This is an optimization exercise on Yosys and OpenROAD, whose aim is small area and a short achievable clock period, not a production implementation.
Where RTL was checked, it was by simulation tests only, not by an equivalence proof against the original.
No activity file was given, so power comes from the tool's default toggle rates.

==> job 3243 <==
==> flow/design.v <==
module ALU(
    input  [13:0] instruction,
    input  wire [19:0] A, B,
    input  cin, clk, rst,
    output reg [19:0] result,
    output wire [19:0] SX_flags,
    output wire reset,
    output reg carry_out,
    output wire halfword,
    output reg inc
);
assign halfword = 1'b0;
assign reset    = 1'b0;
reg sx0, sx1, sx12;
assign SX_flags = {7'b0, sx12, 10'b0, sx1, sx0};
wire [13:0] I = instruction;
reg keep, e_sum, e_p, e_g, e_sh, e_ls;
always @* begin
    keep = 1'b0; e_sum = 1'b0; e_p = 1'b0; e_g = 1'b0; e_sh = 1'b0; e_ls = 1'b0;
    case (I)
    14'h000, 14'h015, 14'h029, 14'h03E, 14'h053, 14'h068,
    14'h1E2, 14'h1F7, 14'h20C, 14'h221, 14'h236,
    14'h24B, 14'h260, 14'h275, 14'h28A, 14'h29F, 14'h2B4,
    14'h2C9, 14'h2DE: keep = 1'b1;
    14'h092: begin keep = ~sx12; e_p = sx12; end            
    14'h07D: e_ls = 1'b1;                                    
    14'h0A7, 14'h0E6, 14'h1A3: e_p = 1'b1;                   
    14'h0D1: begin e_p = 1'b1; e_g = 1'b1; end               
    14'h0BC: e_g = 1'b1;                                     
    14'h0FB, 14'h110, 14'h125, 14'h13A: e_sh = 1'b1;         
    14'h164, 14'h179, 14'h18E, 14'h1B8, 14'h1CD: e_sum = 1'b1;
    default: ;
    endcase
end
wire d_trap = (I == 14'h000);
wire d_jmp  = (I == 14'h029);
wire d_eq   = (I == 14'h1E2);
wire d_gt   = (I == 14'h1F7);
wire d_lt   = (I == 14'h20C);
wire d_get  = (I == 14'h221);
wire d_let  = (I == 14'h236);
wire d_cy   = (I == 14'h1A3) | (I == 14'h1CD);    
wire useB = (~I[0] & I[1] & I[2]) | (~I[1] & ~I[8]) | (I[7] & I[8]);
wire invX = (I[0] & I[2]) | (~I[2] & I[3]) | (~I[0] & ~I[2] & ~I[4]) | (I[9]);
wire c0 = (~I[0] & ~I[1]) | (~I[3]) | (I[0] & ~I[5] & ~cin);
wire xstat = (~I[0] & ~I[2] & ~I[8]);
wire addc = (~I[2] & ~I[4]);
wire left = (~I[0]);
wire rot = (I[5] & ~I[6]);
wire subc = (~I[1]);
wire [19:0] X = ({20{useB}} & B) ^ {20{invX}};
wire [19:0] p = A ^ X;
wire [19:0] g = A & X;
wire [20:0] pg0 = {g, c0};
wire [20:0] pp0 = {p, 1'b0};
wire [20:0] pg1, pp1, pg2, pp2, pg3, pp3, pg4, pp4, pg5, pp5;
genvar k;
generate for (k = 0; k < 21; k = k + 1) begin : g_pre
    if (k & 1)  begin assign pg1[k] = pg0[k] | pp0[k] & pg0[(k|0)-1];   assign pp1[k] = pp0[k] & pp0[(k|0)-1]; end
    else        begin assign pg1[k] = pg0[k]; assign pp1[k] = pp0[k]; end
    if (k & 2)  begin assign pg2[k] = pg1[k] | pp1[k] & pg1[(k|1)-2];   assign pp2[k] = pp1[k] & pp1[(k|1)-2]; end
    else        begin assign pg2[k] = pg1[k]; assign pp2[k] = pp1[k]; end
    if (k & 4)  begin assign pg3[k] = pg2[k] | pp2[k] & pg2[(k|3)-4];   assign pp3[k] = pp2[k] & pp2[(k|3)-4]; end
    else        begin assign pg3[k] = pg2[k]; assign pp3[k] = pp2[k]; end
    if (k & 8)  begin assign pg4[k] = pg3[k] | pp3[k] & pg3[(k|7)-8];   assign pp4[k] = pp3[k] & pp3[(k|7)-8]; end
    else        begin assign pg4[k] = pg3[k]; assign pp4[k] = pp3[k]; end
    if (k & 16) begin assign pg5[k] = pg4[k] | pp4[k] & pg4[(k|15)-16]; assign pp5[k] = pp4[k] & pp4[(k|15)-16]; end
    else        begin assign pg5[k] = pg4[k]; assign pp5[k] = pp4[k]; end
end endgenerate
wire [19:0] sum = p ^ pg5[19:0];    
wire ge = pg5[20];                  
wire eq = &p;                      
wire [4:0] s   = B[4:0];
wire sok = e_sh & (B[19:5] == 15'b0) & (s <= 5'd20);
wire gH  = sok & (rot | left);
wire gL  = sok & (rot | ~left);
wire [4:0] amt = left ? (5'd20 - s) : s;
wire [39:0] F0 = {A & {20{gH}}, A & {20{gL}}};
wire [34:0] F1 = amt[4] ? {16'b0, F0[39:16]} : F0[34:0];
wire [26:0] F2 = amt[3] ? F1[34:8] : F1[26:0];
wire [22:0] F3 = amt[2] ? F2[26:4] : F2[22:0];
wire [20:0] F4 = amt[1] ? F3[22:2] : F3[20:0];
wire [19:0] sh = amt[0] ? F4[20:1] : F4[19:0];
wire [19:0] pl = {p[19:13], p[12] ^ xstat, p[11:2], p[1] ^ (xstat & sx1), p[0] ^ (xstat & sx0) ^ (addc & cin)};
wire [19:0] ls = {7'b0, sx12, 10'b0, sx1, sx0};
wire [19:0] nres = ({20{keep}} & result) | ({20{e_sum}} & sum) | ({20{e_p}} & pl) |
                   ({20{e_g}} & g) | sh | ({20{e_ls}} & ls);
always @(posedge clk or posedge rst) begin
    if (rst) begin
        result    <= 20'b0;
        carry_out <= 1'b0;
        inc       <= 1'b0;
        sx0       <= 1'b0;
        sx1       <= 1'b0;
        sx12      <= 1'b0;
    end else begin
        result <= nres;
        if (d_cy)
            carry_out <= ((A[0] ^ subc) & B[0]) | ((A[0] ^ subc) & cin) | (B[0] & cin);
        if (d_jmp)
            inc <= 1'b1;
        if (d_trap)
            sx12 <= 1'b1;
        if (d_eq | d_get | d_let)
            sx0 <= d_eq ? eq : d_get ? ge : (~ge | eq);
        if (d_gt | d_lt | d_get | d_let)
            sx1 <= d_gt ? (ge & ~eq) : d_let ? (~ge | eq) : ~ge;
    end
end
endmodule
==> flow/flow/run.sh <==
#!/bin/bash
# Layout: the standard flow (standard.sh) with
#  - its own synthesis script (flow/my_synth.tcl: same as synth_recipe.tcl, but
#    ABC maps with flow/abc.script, a delay-targeted mapping, and no full/half
#    adder cells are extracted),
#  - small port buffers (buf_1) instead of the default delay-cell buffers,
#    resized after global placement for the load each input port drives
#    (flow/post_gpl.tcl); every input and output port keeps its own buffer,
#  - one tie cell for the constant outputs.
set -uo pipefail
HERE=$(pwd)
bash standard.sh SYNTH_SCRIPT=$HERE/flow/my_synth.tcl ADDER_MAP_FILE= \
  "BUFFER_PORTS_ARGS=-buffer_cell sky130_fd_sc_hd__buf_1" \
  POST_GLOBAL_PLACE_TCL=$HERE/flow/post_gpl.tcl \
  SKIP_REPAIR_TIE_FANOUT=1 finish > flow_standard.log 2>&1
==> flow/flow/abc.script <==
strash
dch -f
map -D 1500 -B 0.5
topo
buffer -c
upsize -D 1500
dnsize -D 1500
==> flow/flow/my_synth.tcl <==
# The standard flow's synthesis script (synth_recipe.tcl), except that ABC maps with
# abc.script beside this file (delay-targeted mapping) instead of ORFS's
# speed script. Registers are mapped exactly as in the standard synthesis.
set ::my_flow_dir [file dirname [file normalize [info script]]]
proc synth {args} { yosys synth -nofsm -noshare {*}$args }
proc abc {args} {
  set out {}
  set skip 0
  foreach a $args {
    if {$skip} { set skip 0; continue }
    if {$a eq "-script" || $a eq "-D"} { set skip 1; continue }
    lappend out $a
  }
  lappend out -script [file join $::my_flow_dir abc.script]
  puts "abc with [file join $::my_flow_dir abc.script]"
  yosys abc {*}$out
}
source $::env(SCRIPTS_DIR)/synth.tcl
# left out here: clear keep_hierarchy, flatten, clean up, hide names made inside functions, write 1_2_yosys.v
==> flow/flow/post_gpl.tcl <==
# Size each input port's buffer for the load it drives (buffer_ports puts the
# same small buffer on every port). Every port keeps exactly one buffer.
foreach inst [get_cells input*] {
  set master [get_property $inst ref_name]
  if {![string match "sky130_fd_sc_hd__buf_*" $master]} continue
  set net [get_nets -of_objects [get_pins [get_full_name $inst]/X]]
  set fo [llength [get_pins -of_objects $net -filter "direction == input"]]
  if {$fo >= 10} {
    set cell sky130_fd_sc_hd__buf_4
  } elseif {$fo >= 5} {
    set cell sky130_fd_sc_hd__buf_2
  } else {
    continue
  }
  puts "port buffer [get_full_name $inst]: fanout $fo, $master -> $cell"
  replace_cell [get_full_name $inst] $cell
}
==> flow/standard.sh <==
#!/bin/bash
# synth_recipe.tcl (not shown) runs the flow's synth.tcl, then flattens the netlist and writes it again
# the make line also repeats each setting of config.mk as NAME=value (left out here)
make -C /OpenROAD-flow-scripts/flow DESIGN_CONFIG=/design/flow/config.mk WORK_HOME=/design/flow/orfs CLKGATE_MAP_FILE= SYNTH_SCRIPT=/design/flow/synth_recipe.tcl "${@:-finish}"
==> flow/config.mk <==
export PLATFORM = sky130hd
export DESIGN_NAME = ALU
export DESIGN_NICKNAME = ALU
export VERILOG_FILES = /design/flow/design.v
export SDC_FILE = /design/flow/constraint.sdc
export NUM_CORES = 4
export LEC_CHECK = 0
export CAP_MARGIN = 20
export CORE_MARGIN = 2
export CORE_UTILIZATION = 35
export SETUP_SLACK_MARGIN = 2.5
export SLEW_MARGIN = 20
export TNS_END_PERCENT = 20
==> flow/constraint.sdc <==
create_clock -name core_clock -period 6.0 [get_ports {clk}]
set_input_delay 1.2000 -clock core_clock [delete_from_list [all_inputs] [get_ports {clk}]]
set_output_delay 1.2000 -clock core_clock [all_outputs]
set_load 0.01 [all_outputs]
==> job 6458: changes against job 3243 <==
--- a/flow/design.v
+++ b/flow/design.v
@@ -69,3 +69,2 @@
 end endgenerate
-wire [19:0] sum = p ^ pg5[19:0];    
 wire ge = pg5[20];                  
@@ -85,4 +84,8 @@
 wire [19:0] ls = {7'b0, sx12, 10'b0, sx1, sx0};
-wire [19:0] nres = ({20{keep}} & result) | ({20{e_sum}} & sum) | ({20{e_p}} & pl) |
-                   ({20{e_g}} & g) | sh | ({20{e_ls}} & ls);
+wire [19:0] rest = ({20{keep}} & result) | ({20{e_p}} & pl) | ({20{e_g}} & g) | sh |
+                   ({20{e_ls}} & ls);
+wire [19:0] n1 = rest | ({20{e_sum}} & ~p);
+wire [19:0] n0 = rest | ({20{e_sum}} & p);
+wire [19:0] cy = pg5[19:0];
+wire [19:0] nres = (cy & n1) | (~cy & n0);
 always @(posedge clk or posedge rst) begin
==> flow/flow/run.sh (replaced) <==
#!/bin/bash
# Layout: the standard flow (standard.sh) with
#  - its own synthesis script (flow/my_synth.tcl: same as synth_recipe.tcl, but
#    ABC maps with flow/abc.script, a delay-targeted mapping, and no full/half
#    adder cells are extracted), and
#  - small port buffers (buf_1) instead of the default delay-cell buffers;
#    every input and output port still gets its own buffer.
set -uo pipefail
HERE=$(pwd)
bash standard.sh SYNTH_SCRIPT=$HERE/flow/my_synth.tcl ADDER_MAP_FILE= \
  "BUFFER_PORTS_ARGS=-buffer_cell sky130_fd_sc_hd__buf_1" SKIP_REPAIR_TIE_FANOUT=1 finish > flow_standard.log 2>&1
==> flow/flow/abc.script (replaced) <==
strash
dch -f
map -D 1000
topo
buffer -c
upsize -D 1000
dnsize -D 1000
--- a/flow/config.mk
+++ b/flow/config.mk
@@ -9,4 +9,4 @@
 export CORE_MARGIN = 2
-export CORE_UTILIZATION = 35
-export SETUP_SLACK_MARGIN = 2.5
+export CORE_UTILIZATION = 40
+export SETUP_SLACK_MARGIN = 2.4
 export SLEW_MARGIN = 20
removed: flow/flow/post_gpl.tcl
==> job 7622: changes against job 3243 <==
==> flow/design.v, changed modules only <==
module ALU(
    input  [13:0] instruction,
    input  wire [19:0] A, B,
    input  cin, clk, rst,
    output reg [19:0] result,
    output wire [19:0] SX_flags,
    output wire reset,
    output reg carry_out,
    output wire halfword,
    output reg inc
);
assign halfword = 1'b0;
assign reset    = 1'b0;
reg sx0, sx1, sx12;
assign SX_flags = {7'b0, sx12, 10'b0, sx1, sx0};
wire [13:0] I = instruction;
reg keep, valid;
always @* begin
    keep = 1'b0; valid = 1'b0;
    case (I)
    14'h000, 14'h015, 14'h029, 14'h03E, 14'h053, 14'h068,
    14'h1E2, 14'h1F7, 14'h20C, 14'h221, 14'h236,
    14'h24B, 14'h260, 14'h275, 14'h28A, 14'h29F, 14'h2B4,
    14'h2C9, 14'h2DE: keep = 1'b1;
    14'h092: begin keep = ~sx12; valid = sx12; end
    14'h07D, 14'h0A7, 14'h0BC, 14'h0D1, 14'h0E6,
    14'h0FB, 14'h110, 14'h125, 14'h13A,
    14'h164, 14'h179, 14'h18E, 14'h1A3, 14'h1B8, 14'h1CD: valid = 1'b1;
    default: ;
    endcase
end
wire d_trap = (I == 14'h000);
wire d_jmp  = (I == 14'h029);
wire d_eq   = (I == 14'h1E2);
wire d_gt   = (I == 14'h1F7);
wire d_lt   = (I == 14'h20C);
wire d_get  = (I == 14'h221);
wire d_let  = (I == 14'h236);
wire d_cy   = (I == 14'h1A3) | (I == 14'h1CD);    
wire useB = (~I[0] & I[1] & I[2]) | (~I[1] & ~I[8]) | (I[7] & I[8]);
wire invX = (I[0] & I[2]) | (~I[2] & I[3]) | (I[9]);
wire c0 = (~I[0] & ~I[1]) | (~I[3]) | (I[0] & ~I[5] & ~cin);
wire sa = (I[6] & I[8]) | (~I[0] & I[7] & I[8]);
wire ssh = (I[0] & I[1] & I[6]) | (~I[6] & ~I[7]);
wire tp = (~I[3] & I[7]);
wire tg = (~I[1] & I[7] & ~I[8]);
wire lstat = (~I[7] & ~I[8]);
wire xstat = (~I[0] & ~I[2] & ~I[8]);
wire addc = (~I[2] & ~I[4]);
wire left = (~I[0]);
wire rot = (I[5] & ~I[6]);
wire subc = (~I[1]);
wire [19:0] X = ({20{useB}} & B) ^ {20{invX}};
wire [19:0] p = A ^ X;
wire [19:0] g = A & X;
wire [20:0] pg0 = {g, c0};
wire [20:0] pp0 = {p, 1'b0};
wire [20:0] pg1, pp1, pg2, pp2, pg3, pp3, pg4, pp4, pg5, pp5;
genvar k;
generate for (k = 0; k < 21; k = k + 1) begin : g_pre
    if (k & 1)  begin assign pg1[k] = pg0[k] | pp0[k] & pg0[(k|0)-1];   assign pp1[k] = pp0[k] & pp0[(k|0)-1]; end
    else        begin assign pg1[k] = pg0[k]; assign pp1[k] = pp0[k]; end
    if (k & 2)  begin assign pg2[k] = pg1[k] | pp1[k] & pg1[(k|1)-2];   assign pp2[k] = pp1[k] & pp1[(k|1)-2]; end
    else        begin assign pg2[k] = pg1[k]; assign pp2[k] = pp1[k]; end
    if (k & 4)  begin assign pg3[k] = pg2[k] | pp2[k] & pg2[(k|3)-4];   assign pp3[k] = pp2[k] & pp2[(k|3)-4]; end
    else        begin assign pg3[k] = pg2[k]; assign pp3[k] = pp2[k]; end
    if (k & 8)  begin assign pg4[k] = pg3[k] | pp3[k] & pg3[(k|7)-8];   assign pp4[k] = pp3[k] & pp3[(k|7)-8]; end
    else        begin assign pg4[k] = pg3[k]; assign pp4[k] = pp3[k]; end
    if (k & 16) begin assign pg5[k] = pg4[k] | pp4[k] & pg4[(k|15)-16]; assign pp5[k] = pp4[k] & pp4[(k|15)-16]; end
    else        begin assign pg5[k] = pg4[k]; assign pp5[k] = pp4[k]; end
end endgenerate
wire [19:0] sum = p ^ pg5[19:0];    
wire ge = pg5[20];                  
wire eq = (A == B);
wire [4:0] s   = B[4:0];
wire [4:0] amt = left ? (5'd20 - s) : s;
wire [19:0] r0 = amt[0] ? {A[0],     A[19:1]}   : A;
wire [19:0] r1 = amt[1] ? {r0[1:0],  r0[19:2]}  : r0;
wire [19:0] r2 = amt[2] ? {r1[3:0],  r1[19:4]}  : r1;
wire [19:0] r3 = amt[3] ? {r2[7:0],  r2[19:8]}  : r2;
wire [19:0] r4 = amt[4] ? {r3[15:0], r3[19:16]} : r3;
wire bok = ssh & (B[19:5] == 15'b0);
wire [19:0] M;
genvar gi;
generate for (gi = 0; gi < 20; gi = gi + 1) begin : g_m
    assign M[gi] = bok & (rot ? (s <= 5'd20) : left ? (s <= gi) : (s <= 5'd19 - gi));
end endgenerate
wire [19:0] pl = {p[19:13], p[12] ^ xstat, p[11:2], p[1] ^ (xstat & sx1), p[0] ^ (xstat & sx0) ^ (addc & cin)};
wire [19:0] ls = {7'b0, lstat & sx12, 10'b0, lstat & sx1, lstat & sx0};
wire [19:0] op = ({20{sa}} & sum) | ({20{tp}} & pl) | ({20{tg}} & g) | (r4 & M) | ls;
wire [19:0] nres = ({20{keep}} & result) | ({20{valid}} & op);
always @(posedge clk or posedge rst) begin
    if (rst) begin
        result    <= 20'b0;
        carry_out <= 1'b0;
        inc       <= 1'b0;
        sx0       <= 1'b0;
        sx1       <= 1'b0;
        sx12      <= 1'b0;
    end else begin
        result <= nres;
        if (d_cy)
            carry_out <= ((A[0] ^ subc) & B[0]) | ((A[0] ^ subc) & cin) | (B[0] & cin);
        if (d_jmp)
            inc <= 1'b1;
        if (d_trap)
            sx12 <= 1'b1;
        if (d_eq | d_get | d_let)
            sx0 <= d_eq ? eq : d_get ? ge : (~ge | eq);
        if (d_gt | d_lt | d_get | d_let)
            sx1 <= d_gt ? (ge & ~eq) : d_let ? (~ge | eq) : ~ge;
    end
end
endmodule
==> flow/run.sh (new file) <==
#!/bin/bash
# synth_recipe.tcl (not shown) runs the flow's synth.tcl, then flattens the netlist and writes it again
# the make line also repeats each setting of config.mk as NAME=value (left out here)
make -C /OpenROAD-flow-scripts/flow DESIGN_CONFIG=/design/flow/config.mk WORK_HOME=/design/flow/orfs CLKGATE_MAP_FILE= SYNTH_SCRIPT=/design/flow/synth_recipe.tcl finish
--- a/flow/config.mk
+++ b/flow/config.mk
@@ -9,5 +9,5 @@
 export CORE_MARGIN = 2
-export CORE_UTILIZATION = 35
-export SETUP_SLACK_MARGIN = 2.5
+export CORE_UTILIZATION = 60
+export GPL_TIMING_DRIVEN = 0
+export SETUP_SLACK_MARGIN = 3.0
 export SLEW_MARGIN = 20
-export TNS_END_PERCENT = 20
removed: flow/flow/run.sh
removed: flow/flow/abc.script
removed: flow/flow/my_synth.tcl
removed: flow/flow/post_gpl.tcl
removed: flow/standard.sh
==> comparison <==
Job 6458 completed with no timing, DRC or antenna violations. Job 7622 aborted during global routing (GRT-0232). Job 3243 went through all stages and came out clean. Of job 6458 and job 3243, job 3243 has the higher final cell count (gap 0.33%, measured against job 3243). Worst hold slack: job 3243 is better than job 6458 (11 ps). Sequential cell count is the same in job 6458 and job 3243. Against job 6458, the first-iteration DRC count of job 3243 is higher by 3.9%. Against job 6458, the total power of job 3243 is lower by 3.1%. In job 6458 the clock power is lower than in job 3243, by about 9%. Synthesized area: job 6458 > job 7622 > job 3243. In clock skew, job 3243 and job 6458 hardly differ.
==> figures <==
| item | job 6458 | job 3243 | job 7622 |
|---|---|---|---|
| Share of the core filled with cells in the final layout | 0.462 | 0.416 | - |
| Final instance area | 0.00639 mm² | 0.00603 mm² | - |
| Cells after DPL | 1169 | 1166 | 898 |
| Outcome | finished clean | finished clean | stopped before the end |
| Stage where the flow stopped | - | - | global routing |
| Final-report hold violation count | 0 | 0 | - |
| Number of cells on the worst hold path | 1 | 1 | - |
| Simple logic cell fraction of the synthesized area | 0.455 | 0.564 | 0.189 |
| Area-dominant class | multi-input gates | multi-input gates | - |
| Starting utilization of the core area | 0.408 | 0.357 | 0.624 |
| Synthesized-area fraction occupied by adder cells | 0 | 0 | 0.0733 |
| Share of the final layout cell area in multi-input gates | 0.708 | 0.691 | - |
| Setup slack after placement | 992 ps | 1710 ps | 514 ps |
| Sequential cell fraction of total power | 0.222 | 0.227 | - |
| Buffer share of cell area | 0.0973 | 0.0980 | - |
| Critical path destination | result[0] | sx1 | - |
| Parity-gate share of the synthesized area counting xor and xnor cells | 0.00466 | 0.0133 | 0.0897 |
| Final GP Congestion | 0.999 | - | 1.07 |
| Multi-Input Combinational | 796 | 797 | - |
Only the layout flow was run in job 6458 and job 7622; the RTL was not checked for function there.

-- what the ideal ports hide --
The flow's constraints put no driver on any port. The routed layouts listed below were extracted and timed again, unchanged, in two steps.
Step 1: set_driving_cell puts a clkbuf_16 on clk and a buf_2 on each other input, an assumption about the parent block.
Step 2 adds t to the input delays and takes it off the output delays; t is the mean of the earliest and latest rising clock arrival at the registers after step 1. Input paths then give back, and output paths get back, about the clock's delay inside the block.
Three values: ideal ports, drivers, drivers and shift; two values: the first two.
run	t (ns)	slack for setup (ns)	clock arrival spread, ns	worst data-port slew with drivers (ns)
job 3243	0.307	2.568 / 2.567 / 2.260	0.003 / 0.002	0.04
job 6458	0.288	2.398 / 2.410 / 2.122	0.004 / 0.004	0.05
After both steps setup and hold are still met in every run listed. For job 3243, which loses most, drivers alone change the setup slack by -0.001 ns; drivers and shift together by -0.308 ns.
